Background: an optimization exercise with open tools, aiming at small area, a short achievable clock period and few clock cycles per item. Do not read the settings as production practice.
The RTL was checked by simulation tests, not by an equivalence proof against the original design.

==> run a <==
==> flow/design.v (excerpt) <==
module PixelSolverMultiCore (
  input               io_cmd_valid,
  output              io_cmd_ready,
  input      [27:0]   io_cmd_payload_x,
  input      [27:0]   io_cmd_payload_y,
  output              io_rsp_valid,
  input               io_rsp_ready,
  output     [5:0]    io_rsp_payload_iteration,
  input               clk,
  input               reset
);
==> module PixelSolverMultiCore, before the edit <==
module PixelSolverMultiCore (
  input               io_cmd_valid,
  output              io_cmd_ready,
  input      [27:0]   io_cmd_payload_x,
  input      [27:0]   io_cmd_payload_y,
  output              io_rsp_valid,
  input               io_rsp_ready,
  output     [5:0]    io_rsp_payload_iteration,
  input               clk,
  input               reset
);
  reg  [21:0] bx, by;
  reg         bbig, bcornerhi;
  wire        ld;
  reg         bv, rdy;
  wire        bv_n = bv ? ~ld : (io_cmd_valid & rdy);
  assign io_cmd_ready = rdy;
  always @(posedge clk or posedge reset) begin
    if (reset) begin
      bv <= 1'b0; rdy <= 1'b0;
    end else begin
      bv <= bv_n; rdy <= ~bv_n;
    end
  end
  always @(posedge clk) begin
    if (!bv) begin
      bx <= io_cmd_payload_x[21:0];
      by <= io_cmd_payload_y[21:0];
      bbig <= (io_cmd_payload_x[27:21] != {7{io_cmd_payload_x[21]}}) |
              (io_cmd_payload_y[27:21] != {7{io_cmd_payload_y[21]}});
      bcornerhi <= (io_cmd_payload_x[27:21] == 7'h40) & (io_cmd_payload_y[27:21] == 7'h40);
    end
  end
  reg  [3:0]  head, tail;
  reg  [7:0]  rob_v;
  reg  [5:0]  rob_d [0:7];
  wire robfull = (tail[3] != head[3]) & (tail[2:0] == head[2:0]);
  reg         v1, new1;
  reg  [21:0] x1, y1, x01, y01;
  reg  [21:0] sx1, sy1;
  reg  [5:0]  it1;
  reg  [2:0]  tag1;
  wire [21:0] bxq = {bx[21], bx[20:0] ^ {21{bx[21]}}};
  wire [21:0] byq = {by[21], by[20:0] ^ {21{by[21]}}};
  wire [21:0] x0s = new1 ? bx : x01;
  wire [21:0] y0s = new1 ? by : y01;
  wire [43:0] a0, a1, b0, b1;
  wire [44:0] p0, p1;
  dp1 u_dp1 (.x(x1), .y(y1), .x0(x0s), .y0(y0s),
             .a0(a0), .a1(a1), .b0(b0), .b1(b1), .p0(p0), .p1(p1));
  reg         v2, fd2;
  reg  [43:0] a0r, a1r, b0r, b1r;
  reg  [44:0] p0r, p1r;
  reg  [21:0] x02, y02;
  reg  [21:0] sx2, sy2;
  reg         cyc2;
  reg  [5:0]  it2;
  reg  [2:0]  tag2;
  always @(posedge clk or posedge reset) begin
    if (reset) v2 <= 1'b0;
    else v2 <= v1;
  end
  always @(posedge clk) begin
    a0r <= a0; a1r <= a1; b0r <= b0; b1r <= b1;
    p0r <= p0; p1r <= p1;
    x02 <= x0s; y02 <= y0s;
    cyc2 <= ~new1 & (x1 == sx1) & (y1 == sy1);
    if (new1) begin
      sx2 <= bxq; sy2 <= byq;
      it2 <= (bcornerhi & (bx == 22'd0) & (by == 22'd0)) ? 6'd63 : 6'd1;
      tag2 <= tail[2:0] - 3'd1;
      fd2 <= bbig;
    end else begin
      if (it1[1:0] == 2'd0) begin
        sx2 <= x1; sy2 <= y1;
      end else begin
        sx2 <= sx1; sy2 <= sy1;
      end
      it2 <= it1; tag2 <= tag1; fd2 <= 1'b0;
    end
  end
  wire [43:0] s0r, s1r, d0r, d1r;
  dp2 u_dp2 (.a0(a0r), .a1(a1r), .b0(b0r), .b1(b1r),
             .s0(s0r), .s1(s1r), .d0(d0r), .d1(d1r));
  wire [43:0] dsum, ssum;
  wire [44:0] psum;
  add44 u_dadd (.a(d0r), .b(d1r), .s(dsum));
  add45 u_padd (.a(p0r), .b(p1r), .s(psum));
  add44 u_sadd (.a(s0r), .b(s1r), .s(ssum));
  wire [23:0] dh = dsum[43:20];
  wire [24:0] ph = psum[44:20];
  wire [1:0]  sh = ssum[43:42];
  wire esc  = sh != 2'd0;
  wire oob  = (dh[23:21] != {3{dh[21]}}) | (ph[24:21] != {4{ph[21]}});
  wire done = fd2 | esc | oob | cyc2 | (it2 == 6'd62);
  wire [5:0] it2p = it2 + 6'd1;
  wire [5:0] res  = (fd2 | esc) ? it2 : (cyc2 ? 6'd63 : it2p);
  wire free = ~v2 | done;
  assign ld = free & bv & ~robfull;
  always @(posedge clk or posedge reset) begin
    if (reset) begin
      v1 <= 1'b0; new1 <= 1'b0;
    end else begin
      v1 <= ~free | ld;
      new1 <= ld;
    end
  end
  always @(posedge clk) begin
    if (free) begin
      x1 <= bxq; y1 <= byq;
    end else begin
      x1 <= {dh[21], dh[20:0] ^ {21{dh[21]}}};
      y1 <= {ph[21], ph[20:0] ^ {21{ph[21]}}};
    end
    x01 <= x02; y01 <= y02;
    sx1 <= sx2; sy1 <= sy2;
    it1 <= it2p; tag1 <= tag2;
  end
  reg        ov;
  reg  [5:0] od;
  wire take = ~ov | io_rsp_ready;
  wire hv   = rob_v[head[2:0]];
  assign io_rsp_valid = ov;
  assign io_rsp_payload_iteration = od;
  integer i;
  always @(posedge clk or posedge reset) begin
    if (reset) begin
      ov <= 1'b0; head <= 4'd0; tail <= 4'd0; rob_v <= 8'd0;
    end else begin
      if (ld) tail <= tail + 4'd1;
      if (take) begin
        ov <= hv;
        if (hv) head <= head + 4'd1;
      end
      for (i = 0; i < 8; i = i + 1) begin
        if (v2 & done & (tag2 == i)) rob_v[i] <= 1'b1;
        else if (take & hv & (head[2:0] == i)) rob_v[i] <= 1'b0;
      end
    end
  end
  always @(posedge clk) begin
    if (take & hv) od <= rob_d[head[2:0]];
    for (i = 0; i < 8; i = i + 1)
      if (v2 & done & (tag2 == i)) rob_d[i] <= res;
  end
endmodule
export LEC_CHECK = 0
export ABC_AREA = 1
export CAP_MARGIN = 20
export CORE_MARGIN = 2
export CORE_UTILIZATION = 55
export CTS_CLUSTER_DIAMETER = 70
export CTS_CLUSTER_SIZE = 20
export SLEW_MARGIN = 20
create_clock -name core_clock -period 17.0 [get_ports {clk}]
standard.sh (not shown) runs the stock make flow with config.mk's settings and CLKGATE_MAP_FILE= SYNTH_SCRIPT=/design/flow/synth_recipe.tcl, a recipe that flattens the netlist after the stock synthesis.
==> flow/flow/run.sh <==
#!/bin/bash
# Layout flow: the standard synthesis, then an inverter-polarity pass on the
# synthesized netlist (flow/invopt.py: full adders are self-dual, so most
# inverters between them can go), then the standard ORFS layout with
# repair_timing asked to over-fix setup by a margin, so that the layout is
# optimised below the design's clock period.
set -euo pipefail
HERE=$(pwd)
RES=$HERE/orfs/results/$FLOW_PLATFORM/PixelSolverMultiCore/base
bash standard.sh "$RES/1_2_yosys.v" > flow_synth.log 2>&1
cp "$RES/1_2_yosys.v" "$HERE/synth_standard.v"
python3 flow/invopt.py "$HERE/synth_standard.v" "$RES/1_2_yosys.v" > flow_invopt.log 2>&1
export SETUP_SLACK_MARGIN=12.3
export REMOVE_ABC_BUFFERS=1
bash standard.sh > flow_make.log 2>&1
Other scripts of this flow, unchanged in this note and not shown: flow/flow/invopt.py
==> run b: changes against run a <==
--- a/flow/design.v
+++ b/flow/design.v
@@ -10,17 +10,14 @@
   input               reset
 );
   reg  [21:0] bx, by;
-  reg         bbig, bcornerhi;
+  reg         bbig, bcorner;
   wire        ld;
-  reg         bv, rdy;
-  wire        bv_n = bv ? ~ld : (io_cmd_valid & rdy);
-  assign io_cmd_ready = rdy;
+  reg         bv;
+  assign io_cmd_ready = ~bv;
   always @(posedge clk or posedge reset) begin
-    if (reset) begin
-      bv <= 1'b0; rdy <= 1'b0;
-    end else begin
-      bv <= bv_n; rdy <= ~bv_n;
-    end
+    if (reset) bv <= 1'b0;
+    else if (bv) bv <= ~ld;
+    else bv <= io_cmd_valid;
   end
   always @(posedge clk) begin
     if (!bv) begin
@@ -28,7 +25,7 @@
       by <= io_cmd_payload_y[21:0];
       bbig <= (io_cmd_payload_x[27:21] != {7{io_cmd_payload_x[21]}}) |
               (io_cmd_payload_y[27:21] != {7{io_cmd_payload_y[21]}});
-      bcornerhi <= (io_cmd_payload_x[27:21] == 7'h40) & (io_cmd_payload_y[27:21] == 7'h40);
+      bcorner <= (io_cmd_payload_x == 28'h8000000) & (io_cmd_payload_y == 28'h8000000);
     end
   end
   reg  [3:0]  head, tail;
@@ -67,7 +64,7 @@
     cyc2 <= ~new1 & (x1 == sx1) & (y1 == sy1);
     if (new1) begin
       sx2 <= bxq; sy2 <= byq;
-      it2 <= (bcornerhi & (bx == 22'd0) & (by == 22'd0)) ? 6'd63 : 6'd1;
+      it2 <= bcorner ? 6'd63 : 6'd1;
       tag2 <= tail[2:0] - 3'd1;
       fd2 <= bbig;
     end else begin
--- a/flow/flow/run.sh
+++ b/flow/flow/run.sh
@@ -11,5 +11,4 @@
 cp "$RES/1_2_yosys.v" "$HERE/synth_standard.v"
 python3 flow/invopt.py "$HERE/synth_standard.v" "$RES/1_2_yosys.v" > flow_invopt.log 2>&1
 export SETUP_SLACK_MARGIN=12.3
-export REMOVE_ABC_BUFFERS=1
 bash standard.sh > flow_make.log 2>&1
==> summary.md <==
| Metric | Value |
|---|---|
| Post-cts resize count | 118 |
| Die Wd | 300.8 um |
| Multi-input gate area | 0.03121 mm2 |
| Met3 Track Usage GR | 0.05043 |
| CP top delay family | adder cells |
| Run status | finished clean |
| Multi-input combinational area share | 0.5843 |
| Highest clock rate | 211.6 MHz |
| Initial antenna violation count | 1 |
| WHS | 0.3188 ns |
the above is filed under run a

==> summary.md <==
| Metric | Value |
|---|---|
| Multi-input gate area | 0.03108 mm2 |
| Met3 Track Usage GR | 0.06443 |
| Run status | finished clean |
| Initial antenna violation count | 4 |
| Highest clock rate | 211.4 MHz |
| WHS | 0.2787 ns |
| Die Wd | 299.6 um |
| CP top delay family | simple AND/OR/NAND/NOR gates |
| Multi-input combinational area share | 0.5823 |
the above is filed under run b

Testbench counts of run a, summed over its fixed seeds: cycles 114,659, items 7,200.
Testbench counts of run b, summed over its fixed seeds: cycles 114,659, items 7,200.

[re-timing with driven ports]
The flow's constraints put no driver on any port. The routed layouts listed below were extracted and timed again, unchanged, in two steps. Step 1 sets driving cells, clkbuf_16 on the clock port and buf_2 on the other inputs (assumed; they add their load-dependent delay and slew). Step 2, shift: input delay + t, output delay - t, t = (earliest + latest rising clock arrival at the registers) / 2. This alone moves slack from input paths to output paths. a / b / c = ideal / step 1 / step 2; a / b = the first two.
run	t (ns)	slack for setup (ns)	worst setup path at the end	clock arrival spread, ns	worst register clock-pin slew, ns
run a	0.697	12.273 / 12.273 / 11.825	input to register	0.060 / 0.061	0.08 / 0.08
run b	0.709	12.269 / 12.238 / 11.586	input to register	0.059 / 0.058	0.09 / 0.09
After both steps setup and hold are still met in every run listed. The setup slack of run b, which loses most, moves by -0.031 ns with the drivers and by -0.683 ns with both steps.
